Background: an optimization exercise with open tools, aiming at small area. Do not read the settings as production practice. The RTL was checked by simulation tests, not by an equivalence proof against the original design. No activity file was given, so power comes from the tool's default toggle rates.

### run.sh
#!/bin/bash
# synth_recipe.tcl (not shown) runs the flow's synth.tcl, then flattens the netlist and writes it again
# the make line also repeats each setting of config.mk as NAME=value (left out here)
make -C /OpenROAD-flow-scripts/flow DESIGN_CONFIG=/design/flow/config.mk WORK_HOME=/design/flow/orfs CLKGATE_MAP_FILE= SYNTH_SCRIPT=/design/flow/synth_recipe.tcl finish
### config.mk
export PLATFORM = sky130hd
export DESIGN_NAME = sdr_ctrl
export DESIGN_NICKNAME = sdr_ctrl
export VERILOG_FILES = /design/flow/design.v
export SDC_FILE = /design/flow/constraint.sdc
export NUM_CORES = 4
export LEC_CHECK = 0
export CAP_MARGIN = 20
export CORE_MARGIN = 2
export CORE_UTILIZATION = 40
export SLEW_MARGIN = 20
### constraint.sdc
create_clock -name core_clock -period 10.0 [get_ports {clk}]
set_input_delay 2.0000 -clock core_clock [delete_from_list [all_inputs] [get_ports {clk}]]
set_output_delay 2.0000 -clock core_clock [all_outputs]
set_load 0.01 [all_outputs]
### design.v
module async_transmitter(
	input clk,
	input rst,
	input TxD_start,
	input [7:0] TxD_data,
	output TxD,
	output TxD_busy
);
parameter ClkFrequency = 25000000;	 
parameter Baud = 512000;
wire BitTick;
BaudTickGen #(ClkFrequency, Baud) tickgen(.clk(clk), .rst(rst), .enable(TxD_busy), .tick(BitTick));
reg [3:0] TxD_state;
wire TxD_ready = (TxD_state==0);
assign TxD_busy = ~TxD_ready;
reg [7:0] TxD_shift;
always @(posedge clk)
if (rst)
begin
	TxD_shift <= 0;
	TxD_state <= 0;
end
else
begin
	if(TxD_ready & TxD_start)
		TxD_shift <= TxD_data;
	else
	if(TxD_state[3] & BitTick)
		TxD_shift <= (TxD_shift >> 1);
	case(TxD_state)
		4'b0000: if(TxD_start) TxD_state <= 4'b0100;
		4'b0100: if(BitTick) TxD_state <= 4'b1000;   
		4'b1000: if(BitTick) TxD_state <= 4'b1001;   
		4'b1001: if(BitTick) TxD_state <= 4'b1010;   
		4'b1010: if(BitTick) TxD_state <= 4'b1011;   
		4'b1011: if(BitTick) TxD_state <= 4'b1100;   
		4'b1100: if(BitTick) TxD_state <= 4'b1101;   
		4'b1101: if(BitTick) TxD_state <= 4'b1110;   
		4'b1110: if(BitTick) TxD_state <= 4'b1111;   
		4'b1111: if(BitTick) TxD_state <= 4'b0010;   
		4'b0010: if(BitTick) TxD_state <= 4'b0011;   
		4'b0011: if(BitTick) TxD_state <= 4'b0000;   
		default: if(BitTick) TxD_state <= 4'b0000;
	endcase
end
assign TxD = (TxD_state<4) | (TxD_state[3] & TxD_shift[0]);   
endmodule
module async_receiver(
	input clk,
	input rst,
	input RxD,
	output reg RxD_data_ready,
	output reg [7:0] RxD_data,   
	output RxD_idle,   
	output reg RxD_endofpacket   
);
parameter ClkFrequency = 25000000;  
parameter Baud = 512000;
parameter Oversampling = 16;   
reg [3:0] RxD_state;
wire OversamplingTick;
BaudTickGen #(ClkFrequency, Baud, Oversampling) tickgen(.clk(clk), .rst(rst), .enable(1'b1), .tick(OversamplingTick));
reg [1:0] RxD_sync;
always @(posedge clk) if (rst) RxD_sync <= 2'b11; else if(OversamplingTick) RxD_sync <= {RxD_sync[0], RxD};
reg [1:0] Filter_cnt;
reg RxD_bit;
always @(posedge clk)
if (rst)
begin
	Filter_cnt <= 2'b11;
	RxD_bit <= 1'b1;
end
else
if(OversamplingTick)
begin
	if(RxD_sync[1]==1'b1 && Filter_cnt!=2'b11) Filter_cnt <= Filter_cnt + 1'd1;
	else 
	if(RxD_sync[1]==1'b0 && Filter_cnt!=2'b00) Filter_cnt <= Filter_cnt - 1'd1;
	if(Filter_cnt==2'b11) RxD_bit <= 1'b1;
	else
	if(Filter_cnt==2'b00) RxD_bit <= 1'b0;
end
function integer log2(input integer v); begin log2=0; while(v>>log2) log2=log2+1; end endfunction
localparam l2o = log2(Oversampling);
reg [l2o-2:0] OversamplingCnt;
always @(posedge clk) if (rst) OversamplingCnt <= 0; else if(OversamplingTick) OversamplingCnt <= (RxD_state==0) ? 1'd0 : OversamplingCnt + 1'd1;
wire sampleNow = OversamplingTick && (OversamplingCnt==Oversampling/2-1);
always @(posedge clk)
if (rst) RxD_state <= 4'b0000; else
case(RxD_state)
	4'b0000: if(~RxD_bit) RxD_state <=     4'b0001 ;   
	4'b0001: if(sampleNow) RxD_state <= 4'b1000;   
	4'b1000: if(sampleNow) RxD_state <= 4'b1001;   
	4'b1001: if(sampleNow) RxD_state <= 4'b1010;   
	4'b1010: if(sampleNow) RxD_state <= 4'b1011;   
	4'b1011: if(sampleNow) RxD_state <= 4'b1100;   
	4'b1100: if(sampleNow) RxD_state <= 4'b1101;   
	4'b1101: if(sampleNow) RxD_state <= 4'b1110;   
	4'b1110: if(sampleNow) RxD_state <= 4'b1111;   
	4'b1111: if(sampleNow) RxD_state <= 4'b0010;   
	4'b0010: if(sampleNow) RxD_state <= 4'b0000;   
	default: RxD_state <= 4'b0000;
endcase
always @(posedge clk)
if (rst) RxD_data <= 0; else
if(sampleNow && RxD_state[3]) RxD_data <= {RxD_bit, RxD_data[7:1]};
always @(posedge clk)
if (rst) RxD_data_ready <= 0; else
begin
	RxD_data_ready <= (sampleNow && RxD_state==4'b0010 && RxD_bit);   
end
reg [l2o+1:0] GapCnt;
always @(posedge clk) if (rst) GapCnt<=0; else if (RxD_state!=0) GapCnt<=0; else if(OversamplingTick & ~GapCnt[log2(Oversampling)+1]) GapCnt <= GapCnt + 1'h1;
assign RxD_idle = GapCnt[l2o+1];
always @(posedge clk) if (rst) RxD_endofpacket <= 0; else RxD_endofpacket <= OversamplingTick & ~GapCnt[l2o+1] & &GapCnt[l2o:0];
endmodule
module BaudTickGen(
	input clk, rst, enable,
	output tick   
);
parameter ClkFrequency = 25000000;
parameter Baud = 512000;
parameter Oversampling = 1;
function integer log2(input integer v); begin log2=0; while(v>>log2) log2=log2+1; end endfunction
localparam AccWidth = log2(ClkFrequency/Baud)+8;   
reg [AccWidth:0] Acc;
localparam ShiftLimiter = log2(Baud*Oversampling >> (31-AccWidth));   
localparam Inc = ((Baud*Oversampling << (AccWidth-ShiftLimiter))+(ClkFrequency>>(ShiftLimiter+1)))/(ClkFrequency>>ShiftLimiter);
always @(posedge clk) if (rst) Acc <= 0; else if(enable) Acc <= Acc[AccWidth-1:0] + Inc[AccWidth:0]; else Acc <= Inc[AccWidth:0];
assign tick = Acc[AccWidth];
endmodule
`timescale 1 ns / 1 ps
module dds_fm (
	output wire fout,
	input wire clk,
	input wire signed [31:0] faza_m,
	input wire signed [31:0] faza_f0,
	input wire rst
);
reg signed [31:0] Accum;
always @(posedge clk)
	if (rst)
		Accum<=0;
	else
		begin
			Accum<=Accum+faza_f0+faza_m;	
		end
	assign 	fout=Accum[31];
endmodule
`timescale 1 ns / 1 ps
module master_control (
	output wire [7:0] tx_data,
	output wire send,
	output wire [31:0] fm_freq,
	output wire [31:0] am_freq,
	output wire [1:0] switch,
	output wire led1, 
	output wire [18:0] adr_sram,
	output wire [15:0] wdata_sram,
	input  wire [15:0] rdata_sram, 
	output wire [31:0] sample_code,
	output wire z,
	output wire wr,
	output wire rd,	
	output wire tst,
	output wire regim_sram,
	input wire clk,
	input wire rbyte_ready,
	input wire uart_busy,
	input wire rst,
	input wire [7:0] rx_data
);
reg [7:0] step;
reg [7:0] char_byte [0:2];
reg flag_send;
reg [7:0] command [0:8]	;  
reg [7:0] crc;
reg [7:0] index; 
reg flag_start;
reg flag_end;
reg flag_rcv;
reg flag_crc_ok; 
reg [7:0] flag_error;
reg [31:0] freq_fm; 
reg [31:0] freq_am; 
reg [1:0] pos_switch;
reg led_ok;	  
reg flag_uart_tx;	 
reg [7:0] msg; 
reg [18:0] reg_adr_sram;
reg [15:0] mem_wdata;
reg [15:0] mem_rdata;
reg [31:0] cont_sample_clk;
reg reg_wr;
reg reg_rd;
reg regim_reg;  
reg tst_reg;
reg reg_z;
reg [31:0] zzz;
always @(posedge clk)
if (rst)
begin
zzz<=0;
led_ok<=0;
end
else
if (flag_crc_ok==1)
begin
zzz<=0;
end else
begin
if (zzz!=32'h0012000) begin zzz<=zzz+1; led_ok<=0; end else  led_ok<=1;
end
always @(posedge clk)
	if (rst)
		begin
		command[0]<=0;
		command[1]<=0;
		command[2]<=0;
		command[3]<=0;
		command[4]<=0;
		command[5]<=0;
		command[6]<=0;
		command[7]<=0;
		command[8]<=0;
		flag_send<=0;
		index<=0;
		flag_start<=0;
		flag_end<=0;
		crc<=0;	
		flag_rcv<=0;
		flag_crc_ok<=0;	
		flag_error<=0;
		msg<=0;
		reg_z<=0;
		char_byte[0]<=0;
		char_byte[1]<=0;
		char_byte[2]<=0;
		freq_fm<=32'h4cccccc;
		freq_am<=32'h33333333;
		pos_switch<=0;
		reg_adr_sram<=0;
		mem_wdata<=0;
		cont_sample_clk<=0;
		reg_wr<=0;
		reg_rd<=0;
		regim_reg<=0;
		tst_reg<=0;
		end 
	else
		if (rbyte_ready==1)     
			begin  
			char_byte[0]<=rx_data;
			char_byte[1]<=char_byte[0];
			char_byte[2]<=char_byte[1];
			flag_rcv<=1;
			end	
		else
	 if (flag_rcv==1)   
	 begin
		 flag_rcv<=0;
		 if ((char_byte[2]=="~")&&	  
			 (char_byte[1]=="0")&&
			 (char_byte[0]=="_"))
			begin 
			command[0]<=0;
			command[1]<=0;
			command[2]<=0;
			command[3]<=0;
			command[4]<=0;
			command[5]<=0;
			command[6]<=0;
			command[7]<=0;
			command[8]<=0;
				crc<=0;
				flag_start<=1;
				index<=0;
				flag_crc_ok<=0;
				flag_error<=0;
				msg<=0;
			end	 
		 if (flag_start==1)			  
			begin
			index<=index+1;
			command[index]<=char_byte[0];
			if (index<5) crc<=crc+char_byte[0];
			end	
	  end 
	  else
		  if ((flag_start==1)&&(index==6)) 	   
			  begin
				  flag_start<=0;
				  if (crc==command[index-1]) flag_crc_ok<=1; 
				  else 
					  begin  
					  flag_error<=1; 	 
					  flag_send<=1;
					  end 			  
			  end
			  else
				if (flag_crc_ok==1)	   
					begin
						flag_crc_ok<=0;
						flag_send<=1;
						reg_z<=1;
						if (command[0]=="f")    
							begin 								
								freq_fm<=(command[1]<<24)+(command[2]<<16)+(command[3]<<8)+(command[4]<<0);								
							end 
						else	
						if (command[0]=="a")     
							begin 								
								freq_am<=(command[1]<<24)+(command[2]<<16)+(command[3]<<8)+(command[4]<<0);								
							end 
						else
						if (command[0]=="z")     
							begin 								
								reg_adr_sram<=(command[1]<<24)+(command[2]<<16)+(command[3]<<8)+(command[4]<<0);
								flag_error<=8'h12;
							end 
						else 
						if (command[0]=="w")     
							begin 								
								mem_wdata<=(command[1]<<24)+(command[2]<<16)+(command[3]<<8)+(command[4]<<0);
								reg_wr<=1;
								flag_error<=8'h11;
							end 
						else
						if (command[0]=="c")     
							begin 								
								cont_sample_clk<=(command[1]<<24)+(command[2]<<16)+(command[3]<<8)+(command[4]<<0);
								reg_wr<=1;
							end 
						else
						if (command[0]=="r")     
							begin 								
								reg_rd<=1;
								flag_error<=8'h10; 
							end 
						else
						if (command[0]=="g")     
							begin 								
								reg_rd<=1;
							   regim_reg<=command[4];
							end 
						else
						if (command[0]=="i")     
							begin 								
								reg_rd<=1;
							   tst_reg<=command[4];
							end
						else
						if (command[0]=="s")	  
							begin 								
								pos_switch<=command[4];								
							end
							else  flag_error<=2; 
					end	
					else 
						if ((flag_send==1)||(flag_error>0))	 
							begin
								pos_switch<={1'b0,pos_switch[0]};
								reg_wr<=0;
								reg_rd<=0;
								flag_error<=0;
								flag_send<=0;
								msg<=flag_error;
								reg_z<=0;
							end
reg [8*14:1] string1;	
reg [8*11:1] string2;
reg [8*15:1] string3;  
reg [8*4 :1] string4;   
reg [8*12:1] string5;  
reg [8*13:1] string6;
reg [7:0] send_byte; 
reg [7:0] inx;	
reg [24:1] string_data;
always @(posedge clk)
	if (rst)
		begin
		 step<=0;
		 flag_uart_tx<=0; 
		 send_byte<=0;
		 inx<=0;		 
		 mem_rdata<=0;
		 string_data<=0;
		 string1 <= ("Hello, World!"<<8)+8'h0d;
		 string2 <= ("Error crc!"<<8)+8'h0d;
		 string3 <= ("Error command!"<<8)+8'h0d;
		 string4 <= ("ok!"<<8)+8'h0d;
		 string5 <= ("command WR!" <<8)+8'h0d;
		 string6 <= ("command ADR!"<<8)+8'h0d;
		end 
	else 
		if (step==0)
			begin
			flag_uart_tx<=0;
			step<=1;
			end
			else 			
		if (flag_send==1)
			begin
			 step<=2;
			 inx<=0; 
			 mem_rdata<=rdata_sram;
			string_data<={8'h7e,rdata_sram};  
  			string1 <= ("Hello, World!"<<8)+8'h0d;	
 			string2 <= ("Error crc!"<<8)+8'h0d;
 			string3 <= ("Error command!"<<8)+8'h0d;  
 			string4 <= ("ok!"<<8)+8'h0d;   
 			string5 <= ("command WR!" <<8)+8'h0d;  
 			string6 <= ("command ADR!"<<8)+8'h0d;
			end
		else
			if (step==2)
				begin
					if ((uart_busy==0)&&(flag_uart_tx==0))
						begin
							case (msg)
								8'h00:
									begin
									if (inx==4)  step<=0; else step<=3;
								    send_byte<=string4[8*4:8*4-7];
									string4<=string4<<8;									
									end
								8'h01:
									begin
									if (inx==11) step<=0; else step<=3;
									send_byte<=string2[8*11:8*11-7];
									string2<=string2<<8;
									end
								8'h02:
									begin
									if (inx==15) step<=0; else step<=3;
									send_byte<=string3[8*15:8*15-7];
									string3<=string3<<8;
									end	
								8'h10:
									begin
									if (inx==3) step<=0; else step<=3;
									send_byte<=string_data[8*3:8*3-7];
									string_data<=string_data<<8;
									end
								8'h11:
									begin
									if (inx==12) step<=0; else step<=3;
									send_byte<=string5[8*5:8*5-7];
									string5<=string5<<8;
									end	
								8'h12:
									begin
									if (inx==13) step<=0; else step<=3;
									send_byte<=string6[8*5:8*5-7];
									string6<=string6<<8;
									end
								8'hff: 
									begin
									if (inx==14) step<=0; else step<=3;
									send_byte<=string1[8*14:8*14-7];
									string1<=string1<<8; 
									end
							endcase
						end												
				end	
				else
					if (step==3)
						begin						
							inx<=inx+1; 
							flag_uart_tx<=1;
							step<=4;							
						end	
					else
						if (step==4)
							begin
							flag_uart_tx<=0;
							step<=2;									
							end				
assign 	send   =flag_uart_tx;
assign  tx_data=send_byte;			
assign 	fm_freq=freq_fm;
assign  am_freq=freq_am;
assign  switch =pos_switch;
assign  led1   =led_ok;	 
assign wr=reg_wr;
assign rd=reg_rd;
assign adr_sram  =reg_adr_sram;
assign wdata_sram=mem_wdata;
assign regim_sram=regim_reg;
assign sample_code=cont_sample_clk;
assign tst=tst_reg;
assign z=reg_z;
endmodule
`timescale 1 ns / 1 ps
module control_flash (	
	output wire tx_uart,
	input  wire rx_uart,
	output wire [7:0] command_data,
	output wire wr,
	output wire [23:0] adr_flash,
	input  wire [31:0] rddata_flash,
	input  wire bff,  
	input  wire rd,	
	output wire pause,
	input wire clk,
	input wire rst
);
reg pause_reg;
reg [31:0] rddata_flesh_reg;
reg [ 7:0] command_flash_reg; 
reg [23:0] reg_adr_flash;
reg [7:0] step;
reg [7:0] char_byte [0:2];
reg flag_send;
reg flag_send2;
reg [7:0] command [0:8]	;  
reg [7:0] crc;
reg [7:0] index; 
reg flag_start;
reg flag_end;
reg flag_rcv;
reg flag_crc_ok; 
reg [7:0] flag_error;
reg flag_uart_tx;	 
reg [7:0] msg; 
reg [7:0] msg2; 
reg [31:0] cont_sample_clk;
reg reg_wr;
reg reg_rd;
wire uart_busy;
wire [7:0] rx_data;
wire rbyte_ready;
assign 	command_data=command_flash_reg;
assign 	adr_flash=reg_adr_flash;
assign  wr=reg_wr; 
assign pause=pause_reg; 
always @(posedge clk)
if (rst)
	begin
		rddata_flesh_reg<=0;
		flag_send2<=0;
		msg2<=0;
	end
else
if (rd||bff)  
	begin
		rddata_flesh_reg<=rddata_flash;
		flag_send2<=1;
		if ( rd) msg2<=8'hf0;else 
		if (bff) msg2<=8'hf1;     
	end
else flag_send2<=0;
always @(posedge clk)
	if (rst)
		begin
		command[0]<=0;
		command[1]<=0;
		command[2]<=0;
		command[3]<=0;
		command[4]<=0;
		command[5]<=0;
		command[6]<=0;
		command[7]<=0;
		command[8]<=0;
		flag_send<=0;
		index<=0;
		flag_start<=0;
		flag_end<=0;
		crc<=0;	
		flag_rcv<=0;
		flag_crc_ok<=0;	
		flag_error<=0;
		msg<=0;
		char_byte[0]<=0;
		char_byte[1]<=0;
		char_byte[2]<=0;
		reg_wr<=0;
		reg_rd<=0;
		command_flash_reg<=0;
		reg_adr_flash<=0;
		end 
	else
		if (rbyte_ready==1)     
			begin  
			char_byte[0]<=rx_data;
			char_byte[1]<=char_byte[0];
			char_byte[2]<=char_byte[1];
			flag_rcv<=1;
			end	
		else
	 if (flag_rcv==1)   
	 begin
		 flag_rcv<=0;
		 if ((char_byte[2]=="~")&&	  
			 (char_byte[1]=="1")&&	  
			 (char_byte[0]=="_"))
			begin 
			command[0]<=0;
			command[1]<=0;
			command[2]<=0;
			command[3]<=0;
			command[4]<=0;
			command[5]<=0;
			command[6]<=0;
			command[7]<=0;
			command[8]<=0;
			crc<=0;
			flag_start<=1;
			index<=0;
			flag_crc_ok<=0;
			flag_error<=0;
			msg<=0;
			end	 
		 if (flag_start==1)			  
			begin
			index<=index+1;
			command[index]<=char_byte[0];
			if (index<5) crc<=crc+char_byte[0];
			end	
	  end 
	  else
		  if ((flag_start==1)&&(index==6)) 	   
			  begin
				  flag_start<=0;
				  if (crc==command[index-1]) flag_crc_ok<=1; 
				  else 
					  begin  
					  flag_error<=1; 	 
					  flag_send<=1;
					  end 			  
			  end
			  else
				if (flag_crc_ok==1)	   
					begin
						flag_crc_ok<=0;
						reg_wr<=1;  
						if (command[0]==8'h9f)     
							begin 								
								command_flash_reg<=8'h9f;
								flag_error<=8'haa; 
							end 
						else 
						if (command[0]==8'hc7)     
							begin 								
								command_flash_reg<=8'hc7;
								flag_error<=8'h00;
									flag_send<=1;
							end 
						else
						if (command[0]==8'h81)     
							begin 								
								command_flash_reg<=8'h81;
								reg_adr_flash<={command[1],command[2],command[3]};
								flag_error<=8'h00;
									flag_send<=1;
							end 
						else
						if (command[0]==8'hd7)     
							begin 								
								command_flash_reg<=8'hd7;
								flag_error<=8'haa; 
							end 
						else
						if (command[0]==8'he8)     
							begin 								
							   command_flash_reg<=8'he8; 
							   reg_adr_flash<={command[1],command[2],command[3]};
							   flag_error<=8'h00; 
									flag_send<=1;
							end 
						else
						if (command[0]==8'hd4)     
							begin 								
							   command_flash_reg<=8'hd4;
							   reg_adr_flash<={command[1],command[2],command[3]};
							   flag_error<=8'haa; 
							end
						else
						if (command[0]==8'hd6)	  
							begin 								
							   command_flash_reg<=8'hd6;
							   reg_adr_flash<={command[1],command[2],command[3]};
							   flag_error<=8'haa; 
							end
						else
						if (command[0]==8'h83)	  
							begin 								
							   command_flash_reg<=8'h83;
							   reg_adr_flash<={command[1],command[2],command[3]};
							   flag_error<=8'h00; 
										flag_send<=1;
							end
						else
						if (command[0]==8'h86)	  
							begin 								
							   command_flash_reg<=8'h86;
							   reg_adr_flash<={command[1],command[2],command[3]};
							   flag_error<=8'h00; 
										flag_send<=1;
							end
						else
						if (command[0]==8'h84)	  
							begin 								
							   command_flash_reg<=8'h84;
							   reg_adr_flash<={command[1],command[2],command[3]};
							   flag_error<=8'h00; 
										flag_send<=1;
							end
						else
						if (command[0]==8'h87)	  
							begin 								
							   command_flash_reg<=8'h87;
							   reg_adr_flash<={command[1],command[2],command[3]};
							   flag_error<=8'h00; 
										flag_send<=1;
							end
						else
						if (command[0]==8'h82)	  
							begin 								
							   command_flash_reg<=8'h82;
							   reg_adr_flash<={command[1],command[2],command[3]};
							   flag_error<=8'h00; 
										flag_send<=1;
							end
						else
						if (command[0]==8'h85)	  
							begin 								
							   command_flash_reg<=8'h85;
							   reg_adr_flash<={command[1],command[2],command[3]};
							   flag_error<=8'h00; 
										flag_send<=1;
							end
							else  flag_error<=2; 
					end	
					else 
						if ((flag_send==1)||(flag_error>0))	 
							begin
								reg_wr<=0;
								reg_rd<=0;
								flag_error<=0;
								flag_send<=0;
								msg<=flag_error;								
							end
reg [8*14:1] string1;	
reg [8*11:1] string2;
reg [8*15:1] string3;  
reg [8*4 :1] string4;   
reg [8*12:1] string5;  
reg [8*13:1] string6;
reg [8*13:1] string7;
reg [7:0] send_byte; 
reg [7:0] inx;	
reg [64:1] string_data;
reg [7:0] message;
always @(posedge clk)
	if (rst)
		begin
		 step<=0;
		 flag_uart_tx<=0; 
		 send_byte<=0;
		 inx<=0;		 
		 pause_reg<=0;
		 message<=0;
		 string_data<=0;
		 string1 <= ("Hello, World!"<<8)+8'h0d;
		 string2 <= ("Error crc!"<<8)+8'h0d;
		 string3 <= ("Error command!"<<8)+8'h0d;
		 string4 <= ("ok!"<<8)+8'h0d;
		 string5 <= ("command WR!" <<8)+8'h0d;
		 string6 <= ("command ADR!"<<8)+8'h0d;
		 string7 <= ("buffer full!"<<8)+8'h0d;
		end 
	else 
		if (step==0)
			begin
			flag_uart_tx<=0;
			step<=1;
			pause_reg<=0;
			end
			else 			
				if ((flag_send==1)||(flag_send2==1))
				begin
					 step<=2;
					 inx<=0;
					pause_reg<=1;
					string_data<={"~","k","_",rddata_flesh_reg,8'h0d};  
		  			string1 <= ("Hello, World!"<<8)+8'h0d;	
		 			string2 <= ("Error crc!"<<8)+8'h0d;
		 			string3 <= ("Error command!"<<8)+8'h0d;  
		 			string4 <= ("ok!"<<8)+8'h0d;   
		 			string5 <= ("command WR!" <<8)+8'h0d;  
		 			string6 <= ("command ADR!"<<8)+8'h0d;
					string7 <= ("buffer full!"<<8)+8'h0d;
					if (flag_send ) message<=msg;else
					if (flag_send2) message<=msg2;
				end
		else
			if (step==2)
				begin
					if ((uart_busy==0)&&(flag_uart_tx==0))
						begin
							case (message)
								8'h00:
									begin
									if (inx==4)  step<=0; else step<=3;
								   send_byte<=string4[8*4:8*4-7];
									string4<=string4<<8;									
									end
								8'h01:
									begin
									if (inx==11) step<=0; else step<=3;
									send_byte<=string2[8*11:8*11-7];
									string2<=string2<<8;
									end
								8'h02:
									begin
									if (inx==15) step<=0; else step<=3;
									send_byte<=string3[8*15:8*15-7];
									string3<=string3<<8;
									end	
								8'hf0:
									begin
									if (inx==8) step<=0; else step<=3;
									send_byte<=string_data[8*8:8*8-7];
									string_data<=string_data<<8;
									end
								8'hf1:
									begin
									if (inx==13) step<=0; else step<=3;
									send_byte<=string7[8*13:8*13-7];
									string7<=string7<<8;
									end
								8'h11:
									begin
									if (inx==12) step<=0; else step<=3;
									send_byte<=string5[8*5:8*5-7];
									string5<=string5<<8;
									end	
								8'h12:
									begin
									if (inx==13) step<=0; else step<=3;
									send_byte<=string6[8*5:8*5-7];
									string6<=string6<<8;
									end
								8'hff: 
									begin
									if (inx==14) step<=0; else step<=3;
									send_byte<=string1[8*14:8*14-7];
									string1<=string1<<8; 
									end
							endcase
						end												
				end	
				else
					if (step==3)
						begin						
							inx<=inx+1; 
							flag_uart_tx<=1;
							step<=4;							
						end	
					else
						if (step==4)
							begin
							flag_uart_tx<=0;
							step<=2;									
							end				
async_receiver
uart_rx(
	.clk(clk),
	.rst(rst),
	.RxD(rx_uart),
	.RxD_data_ready(rbyte_ready) ,
	.RxD_data(rx_data) ,   
	.RxD_idle(),   
	.RxD_endofpacket()   
);
async_transmitter
uart_tx(
	.clk(clk),
	.rst(rst),
	.TxD_start(flag_uart_tx),
	.TxD_data(send_byte),
	.TxD(tx_uart),
	.TxD_busy(uart_busy)
);
endmodule
 `timescale 1 ns / 1 ps
module upr_at45db321 (
	input wire rst,
	input wire clk,
	input wire [7:0] command,
	input wire en,
	input wire [23 :0] adr_data,
	input  wire [7 :0] data_in,
	output wire [31:0] data_out,
	output wire  fifo_rd,
	output wire  wr,
	output wire  bufer_full,
	output wire  flash_write,
	input  wire  pause,
	output wire  MOSI,
	output wire  CS_AT45,
	output wire  SCLK,
	input  wire  MISO
);
reg reg_fifo_rd;
reg [7:0] data_mosi;
reg [7:0] reg_comm;
reg [31:0] reg_data_out;
reg [31:0] read_data0; 
reg [31:0] read_data1;
reg wr_reg;
reg flash_write_reg;
reg reg_MOSI;
reg reg_SCLK;
reg reg_CS;
reg [7:0] MISO_data;
reg [2:0] frnt; 
reg [7:0] step;  
reg [15:0] sch_bit;  	 
reg [ 7:0] sch_bit_data; 
reg [31:0] comm_spi;	
reg [ 7:0] sch_tick;	 
reg [7:0] status;
reg [9:0] sch_byte;
reg bufer_full_reg;
assign bufer_full=bufer_full_reg;
assign data_out=read_data1;
assign MOSI=reg_MOSI;   
assign CS_AT45=reg_CS;
assign SCLK=(!reg_CS)?reg_SCLK:0;
assign wr=wr_reg;
assign fifo_rd=reg_fifo_rd;
assign flash_write=flash_write_reg;
always @(posedge clk) if (rst) frnt<=0; else frnt<={frnt[1:0],reg_SCLK};
always @(posedge clk)
	if (rst)
	begin
		sch_tick<=0;
		reg_SCLK<=0;
	end
	else
	begin
		if (sch_tick!=9) sch_tick<=sch_tick+1; 
		else
			begin			
				sch_tick<=0;
				reg_SCLK<=~reg_SCLK;				
			end	 		
	end
always @(posedge clk)
	if (rst) 
		begin
		step<=0;
		reg_CS<=1;
		reg_MOSI<=1;
		wr_reg<=0;
		status<=0;
		reg_fifo_rd<=0;
		data_mosi<=0;
		reg_comm<=0;
		read_data0<=0;
		read_data1<=0;
		flash_write_reg<=0;
		sch_bit<=0;
		sch_bit_data<=0;
		comm_spi<=0;
		sch_byte<=0;
		bufer_full_reg<=0;
		end
	else
		if (en)
		begin 
		reg_fifo_rd<=0;	
		reg_comm<=command;
		step<=1; 
		status<=0;
		reg_CS<=1;
		reg_MOSI<=1;
		wr_reg<=0;
		sch_bit_data<=0;
		sch_bit<=0;
		read_data0<=0; 
		data_mosi<=data_in;	
		sch_byte<=0;
		end
		else
			if (step==1)
				begin 
					step<=2;
					sch_bit_data<=0;
					case (reg_comm)	
					8'h9f:	   
					begin
						sch_bit<=32;
						comm_spi<={8'h9f,8'h00,8'h00,8'h00}; 
						status<=1;
						flash_write_reg<=0; 
					end	 
					8'hc7:	   
					begin
						sch_bit<=32;
						comm_spi<={8'hc7,8'h94,8'h80,8'h9a}; 
						status<=0; 
					end	
					8'h81:	   
					begin
						sch_bit<=32;
						comm_spi<={8'h81,adr_data[23:0]}; 
						status<=0;
					end
					8'hd7:	   
					begin
						sch_bit<=32;
						comm_spi<={8'hd7,8'h00,8'h00,8'h00};
						status<=1;	 
					end	
					8'he8:	   
					begin
						sch_bit<=64;
						comm_spi<={8'he8,adr_data[23:0]};  
						status<=2; 
					end	
					8'hd4:	   
					begin
						sch_bit<=32;
						comm_spi<={8'hd4,adr_data[23:0]};  
						status<=2; 
					end	 
					8'hd6:	   
					begin
						sch_bit<=32;
						comm_spi<={8'hd6,adr_data[23:0]};  
						status<=2; 
					end	
					8'h83:	   
					begin
						sch_bit<=32;
						comm_spi<={8'h83,adr_data[23:0]};  
						status<=1;
					end
					8'h86:	   
					begin
						sch_bit<=32;
						comm_spi<={8'h86,adr_data[23:0]};  
						status<=1;
					end
					8'h84:	   
					begin
						sch_bit<=32;
						comm_spi<={8'h84,adr_data[23:0]};  
						status<=3; 
					end	
					8'h87:	   
					begin
						sch_bit<=32;
						comm_spi<={8'h87,adr_data[23:0]};  
						status<=3; 
					end
					8'h82:	   
					begin
						sch_bit<=32;
						comm_spi<={8'h82,adr_data[23:0]};  
						status<=3; 
					end
					8'h85:	   
					begin
						sch_bit<=32;
						comm_spi<={8'h85,adr_data[23:0]};  
						status<=3; 
					end
					endcase				
				end
			else
			if (status==0)
				begin
					if (step==2)
						    begin
								if( sch_bit!=0) 
									begin
										if (frnt==3'b110)
											begin
											reg_CS<=0;
											reg_MOSI<=comm_spi[31];
											comm_spi<=comm_spi<<1;
											sch_bit<=sch_bit-1;	
											end
						    		 end
											else 
														begin
														step<=3;					
														reg_CS<=1;
														reg_MOSI<=1;
														read_data1<=read_data0;														
														end							
							end	
				end
				else
				if (status==1)
				begin
					if (step==2)
						    begin
								if( sch_bit!=0) 
									begin
										if (frnt==3'b110)
											begin
											reg_CS<=0;
											reg_MOSI<=comm_spi[31];
											comm_spi<=comm_spi<<1;
											sch_bit<=sch_bit-1;	
											if (reg_CS==0) sch_bit_data<=sch_bit_data+1;	
											if (sch_bit_data>7)  read_data0<={read_data0[30:0],MISO};
											end
						    		 end
											else 
														begin
														step<=3;					
														reg_CS<=1;
														reg_MOSI<=1;
														read_data1<=read_data0;	
														wr_reg<=1;
														end							
							end	
						else
							begin
							wr_reg<=0;							
							end
				end
				else
				if (pause==0)
				begin
							if (status==2)	    
							begin
								if (step==2)
										begin
											if (frnt==3'b110)
														begin
															reg_CS<=0;
															reg_MOSI<=comm_spi[31];
															comm_spi<=comm_spi<<1;
															sch_bit<=sch_bit-1;	
															read_data0<={read_data0[6:0],MISO};
															if (reg_CS==0) 
																begin
																	if (sch_bit_data!=7)  sch_bit_data<=sch_bit_data+1; 
																		else 
																			begin
																			sch_bit_data<=0;
																			read_data1<=read_data0[7:0]; 
																			wr_reg<=1;
																			end
																end
														end else wr_reg<=0;	
										end
							end
							else
								if (status==3)	  
									begin
									flash_write_reg<=1; 
									 if (step==2)
										begin
											if( sch_bit!=0) 
												begin
													if (frnt==3'b110)
														begin
														reg_CS<=0;
														reg_MOSI<=comm_spi[31];
														comm_spi<=comm_spi<<1;
														sch_bit<=sch_bit-1;								
														end
												end
												else
													if (frnt==3'b110)
														begin
															reg_MOSI<=data_mosi[7];
															data_mosi<=data_mosi<<1;	
															if (sch_bit_data!=7)  sch_bit_data<=sch_bit_data+1;
															else 
																begin 
																	data_mosi<=data_in;
																	reg_fifo_rd<=1;	
																	sch_bit_data<=0;
																	if (sch_byte<527) sch_byte<=sch_byte+1; 
																	else 
																		begin 
																			status<=4; 
																			bufer_full_reg<=1;
																		end
																end																
														end	else 
																begin 
																	reg_fifo_rd<=0;
																end	
										end							
									end
									else
										if (status==4)
											begin
											bufer_full_reg<=0;
											status<=0;
											step<=0;
											reg_CS<=1;	
											reg_MOSI<=1;
											end
			    end						
endmodule				
`timescale 1 ns / 1 ps
module sram_upr (
	output wire [15:0] data_to_fpga,
	output wire [15:0] data_to_sram,
	output wire [18:0] adr_sram,
	output wire cs_n,
	output wire we_n,
	output wire oe_n,
	output wire ub_n,
	output wire lb_n,
	input wire clk,			  
	input wire rst,
	input wire [15:0] data_fpga,	
	input wire [15:0] data_sram,
	input wire wr,
	input wire rd,
	input wire [18:0] adr,
	input wire tst,
	input wire [15:0] data_fpga_comp,	
	input wire wr_comp,
	input wire rd_comp,
	input wire [18:0] adr_comp
);
reg cs;
reg we;
reg oe;
reg ub;
reg lb;	
reg [15:0] data_rd;
reg [15:0] data_wr;  
reg [18:0] data_adr;
reg [7:0] step;
always @(posedge clk)
	if (rst)
		begin
			cs<=1;
			we<=1;
			oe<=1;
			ub<=1;
			lb<=1;
			data_rd<=0;
			data_wr<=0;
			data_adr<=0;
			step<=8'hff;
		end
	else
	if ((wr)||(wr_comp))
		begin
			cs<=0;
			we<=0;
			oe<=1;
			ub<=0;
			lb<=0;
			if (tst==0)
				begin
					data_adr<=adr;
			        data_wr <=data_fpga;
				end
			else 
				begin
					data_adr<=adr_comp;
			        data_wr <=data_fpga_comp;
				end
		end
	else
		if ((rd)||(rd_comp))
			begin
			step<=0;
			end
			else
				if (step==0)
					begin
						cs<=0;
						we<=1;
						oe<=0;
						ub<=0;
						lb<=0;	
						if (tst==1) data_adr<=adr; else data_adr<=adr_comp;
						step<=1;
					end	
				else
					if (step==1)
						begin							
						data_rd<=data_sram;
						step<=2;
						end
					else
						if (step==2)
							begin
							cs<=1;
							we<=1;
							oe<=1;
							ub<=1;
							lb<=1;	
							step<=3;
							end	
						else 
							begin
							cs<=1;
							we<=1;
							oe<=1;
							ub<=1;
							lb<=1;							
							end
assign 	data_to_fpga=data_rd;
assign 	adr_sram    =data_adr;
assign 	data_to_sram=data_wr;
assign 	cs_n=cs;
assign  we_n=we;
assign 	oe_n=oe;
assign  ub_n=ub;
assign 	lb_n=lb;
endmodule
`timescale 1 ns / 1 ps
module dma_sram_dds (
	output wire [15:0] data,
	output wire [18:0] adr,
	output wire wr,	
	output wire rd,
	input wire clk,		 
	input wire [31:0] code_clk_sample,
	input wire [15:0] in,
	input wire rst,
	input wire regim,   
	input wire en
);
reg [18:0] adr_sch_wr;
reg [18:0] adr_sch_rd;
reg [15:0] data_reg; 
reg wr_reg; 
reg rd_reg;
reg [2:0] fnt1;
reg [2:0] fnt2;
wire clk_sample;  
assign data=data_reg;
assign adr=(regim==1)?adr_sch_wr:adr_sch_rd;
assign wr=wr_reg;	 
assign rd=rd_reg;
always @(posedge clk) if (rst) fnt2<=0; else fnt2<={fnt2[1:0],regim};
always @(posedge clk) if (rst) fnt1<=0; else fnt1<={fnt1[1:0],clk_sample};
always @(posedge clk)
	if (rst)
	begin
		adr_sch_wr<=0;	
		data_reg<=0;
		wr_reg<=0;
	end
	else
		if (fnt2==3'b001)
			begin
			adr_sch_wr<=0;	
			end
			else
				if (regim==1)
				begin
					if (en)
					begin
						data_reg<=in;
						adr_sch_wr<=adr_sch_wr+1;
						wr_reg<=1;
					end
					else wr_reg<=0;	 
				end
always @(posedge clk)
	if (rst)
		begin
			adr_sch_rd<=0;			
			rd_reg<=0;
		end
	else
		if (fnt2==3'b110)
			begin				
			 adr_sch_rd<=0;					
			end
			else
			if (regim==0)
			begin
				if (fnt1==3'b001)
				begin
					adr_sch_rd<=adr_sch_rd+1;
					rd_reg<=1;			
				end
				else  rd_reg<=0;
			end
dds_fm
dds_sample(
	.fout(clk_sample),
	.clk(clk), 
	.faza_m (0), 
	.faza_f0(code_clk_sample),    
	.rst(rst)
);	
endmodule
`timescale 1ns / 1ps
module sdr_ctrl(
	input  wire clk,
	input  wire rst,
	input  wire        uart_rx,
	output wire        uart_tx,
	input  wire        stream_rx,
	output wire [31:0] fm_freq,
	output wire [31:0] am_freq,
	output wire [1:0]  chanel_am_fm,
	output wire        led1,
	output wire        z,
	output wire [31:0] sample_code,
	output wire [18:0] sram_a,
	output wire [15:0] sram_dout,
	input  wire [15:0] sram_din,
	output wire        sram_ce0,
	output wire        sram_we,
	output wire        sram_lb,
	output wire        sram_oe,
	output wire        sram_ub,
	input  wire        MISO_AT45,
	output wire        MOSI_AT45,
	output wire        SCLK_AT45,
	output wire        CS_AT45,
	input  wire [7:0]  flash_din,
	output wire        flash_fifo_rd,
	output wire        flash_write
);
wire uart_reciv_byte_flag;
wire [7:0] resive_byte_fpga;
async_receiver
fpga_u2_rx(
	.clk(clk),
	.rst(rst),
	.RxD(uart_rx),
	.RxD_data_ready(uart_reciv_byte_flag) ,
	.RxD_data(resive_byte_fpga) ,
	.RxD_idle(),
	.RxD_endofpacket()
);
wire send_uart_fpga;
wire uart_fpga_busy;
wire [7:0] send_byte_fpga;
wire tx_uart1;
wire tx_uart2;
assign uart_tx=tx_uart1&tx_uart2;
async_transmitter
fpga_u2_tx(
	.clk(clk),
	.rst(rst),
	.TxD_start(send_uart_fpga),
	.TxD_data(send_byte_fpga),
	.TxD(tx_uart1),
	.TxD_busy(uart_fpga_busy)
);
wire [15:0] data_sram_rd;
wire [15:0] data_sram_wr;
wire [18:0] wadr_sram;
wire wr;
wire rd;
wire regim_reg;
wire [18:0] adr_sram_comp;
wire [15:0] data_sram_comp;
wire wr_comp;
wire rd_comp;
wire tst_comp;
master_control
m1(
	.tx_data(send_byte_fpga),
	.send(send_uart_fpga),
	.fm_freq(fm_freq),
	.am_freq(am_freq),
	.switch(chanel_am_fm),
	.led1(led1),
	.adr_sram(adr_sram_comp),
	.wdata_sram(data_sram_comp),
	.rdata_sram(data_sram_rd),
	.sample_code(sample_code),
	.z(z),
	.wr(wr_comp),
	.rd(rd_comp),
	.tst(tst_comp),
	.regim_sram(regim_reg),
	.clk(clk),
	.rbyte_ready(uart_reciv_byte_flag),
	.uart_busy(uart_fpga_busy),
	.rst(rst),
	.rx_data(resive_byte_fpga)
);
wire uart_stream_reciv_byte_flag;
wire [7:0] stream_resive_byte_fpga;
async_receiver
fpga_u3_rx(
	.clk(clk),
	.rst(rst),
	.RxD(stream_rx),
	.RxD_data_ready(uart_stream_reciv_byte_flag) ,
	.RxD_data(stream_resive_byte_fpga) ,
	.RxD_idle(),
	.RxD_endofpacket()
);
dma_sram_dds
dma1(
	.data(data_sram_wr),
	.adr(wadr_sram),
	.wr(wr),
	.rd(rd),
	.clk(clk),
	.code_clk_sample(32'h3eea20),
	.in({8'hff,stream_resive_byte_fpga}),
	.rst(rst),
	.regim(regim_reg),
	.en(uart_stream_reciv_byte_flag)
);
sram_upr
s1(
	.data_to_fpga(data_sram_rd),
	.data_to_sram(sram_dout),
	.adr_sram(sram_a),
	.cs_n(sram_ce0),
	.we_n(sram_we),
	.oe_n(sram_oe),
	.ub_n(sram_ub),
	.lb_n(sram_lb),
	.clk(clk),
	.rst(rst),
	.data_fpga(data_sram_wr),
	.data_sram(sram_din),
	.wr(wr),
	.rd(rd),
	.adr(wadr_sram),
	.tst(tst_comp),
	.data_fpga_comp(data_sram_comp),
	.wr_comp(wr_comp),
	.rd_comp(rd_comp),
	.adr_comp(adr_sram_comp)
);
wire [7:0] command_to_spi;
wire en_to_spi;
wire [23:0] adr_to_spi;
wire [31:0] data_from_spi;
wire wr_to_comp_from_spi;
wire bufer_full_to_comp;
wire uart_pause;
control_flash
cf1(
	.tx_uart(tx_uart2),
	.rx_uart(uart_rx),
	.command_data(command_to_spi),
	.wr(en_to_spi),
	.adr_flash(adr_to_spi),
	.rddata_flash(data_from_spi),
	.bff(bufer_full_to_comp),
	.rd(wr_to_comp_from_spi),
	.pause(uart_pause),
	.clk(clk),
	.rst(rst)
);
upr_at45db321
upr_at45db321_1(
	.rst(rst),
	.clk(clk),
	.command(command_to_spi),
	.en(en_to_spi),
	.adr_data(adr_to_spi),
	.data_in(flash_din),
	.data_out(data_from_spi),
	.fifo_rd(flash_fifo_rd),
	.wr(wr_to_comp_from_spi),
	.bufer_full(bufer_full_to_comp),
	.flash_write(flash_write),
	.pause(uart_pause),
	.MOSI(MOSI_AT45),
	.CS_AT45(CS_AT45),
	.SCLK(SCLK_AT45),
	.MISO(MISO_AT45)
);
endmodule
==> impl_metrics.ini <==
[synth]
synth_compound_area_share_pct = 13.1
share_of_yosys_cell_area_claimed_by_the_top_area_cell_type_pct = 40.8
synth_cell_types = 85
syn_area_mm2 = 0.0616
ys_seq_elements = 1513
synth-async-reset-ratio_pct = 0
yosys.cell_count.top_type = dfxtp_1
syn-instance-count = 6451
number_of_flops_mapped_to_enable_cells_by_yosys = 256
synthFlopType = dfxtp_1
yosys-top-cells-count = dfxtp_1 (1257), nor2_1 (914), nand2_1 (662)
fraction_of_the_yosys_area_taken_by_sequential_cells_pct = 53.3
mappedNetlistNets = 6536
syn_avg_cell_area_um2 = 9.55
synthSimpleGateAreaFrac_pct = 19.6
adder_cell_area_share_of_the_yosys_netlist_pct = 1.16
synth_xor_area_share_pct = 3.03
post_synth_mux_area_share_pct = 6.51
synth_top_family_by_area = simple AND/OR/NAND/NOR gates
yosys_warnings = 12
synthTopCellsByArea = dfxtp_1 (41%), edfxtp_1 (12%), nor2_1 (5.6%)
library_cell_with_the_largest_summed_area_after_synthesis = dfxtp_1

[clock_network]
clock_path_buffers = 3
post_cts_resize_count = 0
cts_hold_buf = 0
clock_tree_from_tritoncts = done
worstSkewPairLatency_ns = 0.80
tritoncts_num_sinks = 1513
path_clk_slew_ns = 0.06
cts_setup_buffers = 0
ctsHtreeMaxLevel = 4
clock_buffer_count_from_cts = 157
cts_root_buf = clkbuf_16

[global_route]
pin_count_of_the_biggest_net_entering_global_routing = 171
grt_antenna_before_repair = 4
grt_overflow_total = 0
grt_pass1_vias = 43100
globalRouteTotalUtil_pct = 18.2
grt_pass1_wl_um = 235000

[sta]
timing.final.ws_setup_ns = 5.35
finalSetupViolCount = 0
report.final.slew_viol_count = 0
hold_violations = 0
min_period_ns = 4.65
slew-limit-headroom_pct = 26.9
fin_crit_sh_pct = 46.5
maxClockFrequency_mhz = 215
finClkSkew_ns = 0.0245
worst_slew_pin_slew_ns = 1.09
grt_setup_unrepaired = no
setup_tns_ns = 0

[worst_setup_path]
cell_breakdown_of_the_critical_path = buf_4 -> inv_1 -> ha_1 -> buf_4 -> mux4_2 -> mux4_2 -> xor2_1 -> nor4_1 -> nand4_1 -> or3_1 -> a31oi_1
critPathLaunchType = register
worst_ep_arrival_time_ns = 5.35
critical_path.slowest_cell = buf_4
timing.critical_path.fanout_max = 50
worst_ep_required_time_ns = 10.70
type_of_the_worst_setup_path = reg2reg
end_kind = register
critPathBufInv = 3
critical-path-max-stage-delay_ns = 0.56
critPathTopFamily = buffers and inverters

[cells_and_area]
design.final.nets = 6512
area.growth.synth_to_final_pct = 13.9
drive_above_1_share_pct = 7.22
final_area_mm2 = 0.0702
fin_util_pct = 45.7
largestRegisters = cf1.command: 128 flops, m1.command: 128 flops

[power_and_ir_drop]
power.static_leakage_nw = 24.5
power.density_cell_area_mw_per_mm2 = 185
vdd.ir_drop.worst_mv = 0.188

[placement]
routabilityCongestion = 0.856
count_of_port_buffers_added_during_placement = 174
placed_cell_area_mm2 = 0.0649
detailedPlace.worstSlack_ns = 5.14
hpwl_um = 95000

[outcome]
status = timing/DRC/antenna clean

[floorplan]
initial_core_util_pct = 40.1
rows = 144
die_y_um = 396
floorplan.core_area_mm2 = 0.154
dieWidth_um = 396
pin_count = 175
fp.dieArea_mm2 = 0.157

[route]
route.vias.total = 45700
wire_length_after_detailed_routing_um = 146000
post_drt_via_cell_ratio = 5.31
wl_per_cell_um = 17.0
detailedRoute.firstPassIterationCount = 6
route.antenna.remaining_nets = 0
drc = 0
first_iter_violations = 3250

[worst_hold_path]
min-delay-path-class = reg2reg

[job]
drv_cap = 0
through the flow:
stage,total power [mW],hold slack [ns],std cells
after floorplan,6.92,0.418,6451
after global routing,13.5,0.468,8594
after global placement,7.08,0.432,8312
final,13.0,0.450,8595
after CTS,13.1,0.452,8594
after detailed placement,7.10,0.441,8312
cell usage in the layout (no fill, tap or decap), types with 28 or more instances in the layout:
master              n
a211oi_1           60
a21oi_1           444
a22o_1             80
a22oi_1           151
a311oi_1           41
a31oi_1            42
and2_1            159
and3_1             44
buf_4              76
clkbuf_1           29
clkbuf_16         162
clkdlybuf4s50_1   173
dfxtp_1          1254
edfxtp_1          256
ha_1               53
inv_1              86
mux2i_1           243
mux4_2             65
nand2_1           660
nand2b_1          161
nand3_1           145
nand3b_1           42
nand4_1            48
nor2_1            909
nor2b_1            63
nor3_1            138
nor3b_1            28
nor4_1             38
o21ai_0           128
o22a_1             61
o22ai_1           133
or3_1              41
xnor2_1           100
xor2_1            109
path summary, 6_finish.rpt:
check | from | slack [ns] | cells after the start | end
setup / recovery | m1.index[0]$_SDFFE_PP0P_ | 5.35 | 11 | m1.flag_crc_ok$_SDFFE_PP0P_
hold / removal | cf1.command_flash_reg[7]$_SDFFE_PP0P_ | 0.45 | 2 | cf1.command_flash_reg[7]$_SDFFE_PP0P_
setup reg to reg | m1.index[0]$_SDFFE_PP0P_ | 5.35 | 11 | m1.flag_crc_ok$_SDFFE_PP0P_
hold reg to reg | cf1.command_flash_reg[7]$_SDFFE_PP0P_ | 0.45 | 2 | cf1.command_flash_reg[7]$_SDFFE_PP0P_
logic make-up (layout without fill, tap and decap cells):
| kind of cell | Yosys count | count (layout) |
|---|---|---|
| AND/OR/NAND/NOR | 2573 | 2573 |
| buffers and inverters | 520 | 619 |
| other | 0 | 1 |
| adder cells (fa/ha/maj) | 56 | 56 |
| multiplexers | 318 | 318 |
| XOR/XNOR | 212 | 212 |
| AO/OA/AOI/OAI | 1259 | 1259 |
| flip-flops | 1513 | 1513 |
cell type report:
cell class,count,area [µm²]
Tap cell,2044,2560
Multi-Input combinational cell,4418,26800
Inverter,86,323
Clock inverter,63,796
Antenna cell,1,2.50
Timing Repair Buffer,251,2340
Fill cell,14500,83300
Clock buffer,219,4520
Sequential cell,1513,32900
layer usage:
metal	vias up	GRT usage [%]	share of wire (%)
li1	22600	-	-
met1	21900	25.4	47
met2	904	28.9	46
met3	209	3.32	4.8
met4	0	4.94	2.1
met5	-	0	0
where the power goes:
part           internal [mW]  switching (mW)  leakage (nW)
logic                  0.216           0.328          9.17
registers               6.29           0.131          12.7
clock network           3.53            2.46          2.62
worst reg2reg max path: stages, from the launching register on:
cell and delay, ns:
dfxtp_2 0.31, buf_4 0.56, inv_1 0.31, ha_1 0.53, buf_4 0.48, mux4_2 0.58, mux4_2 0.48, xor2_1 0.15
nor4_1 0.33, nand4_1 0.30, or3_1 0.39, a31oi_1 0.13

==> static timing again, ports no longer ideal <==
The results above use ideal ports. As a check the final layout listed here was re-extracted and re-timed, cells and wires unchanged.
Step 1 assumes that a clkbuf_16 drives the clock port and a buf_2 every other input.
Step 2 times the ports against the registers' clock, not the clock port: input delays grow and output delays shrink by t, the midpoint of the rising clock arrivals with the driver on.
Three values: ideal ports, drivers, drivers and shift; two values: the first two.
t (ns): 0.867
setup slack, ns: 5.353 / 5.353 / 5.062
hold slack, ns: 0.450 / 0.450 / 0.450
worst setup path at the end: input to register
worst register clock-pin slew, ns: 0.06 / 0.06
After both steps setup and hold are still met in this run. The setup slack of this run moves by 0.000 ns with the drivers and by -0.291 ns with both steps.
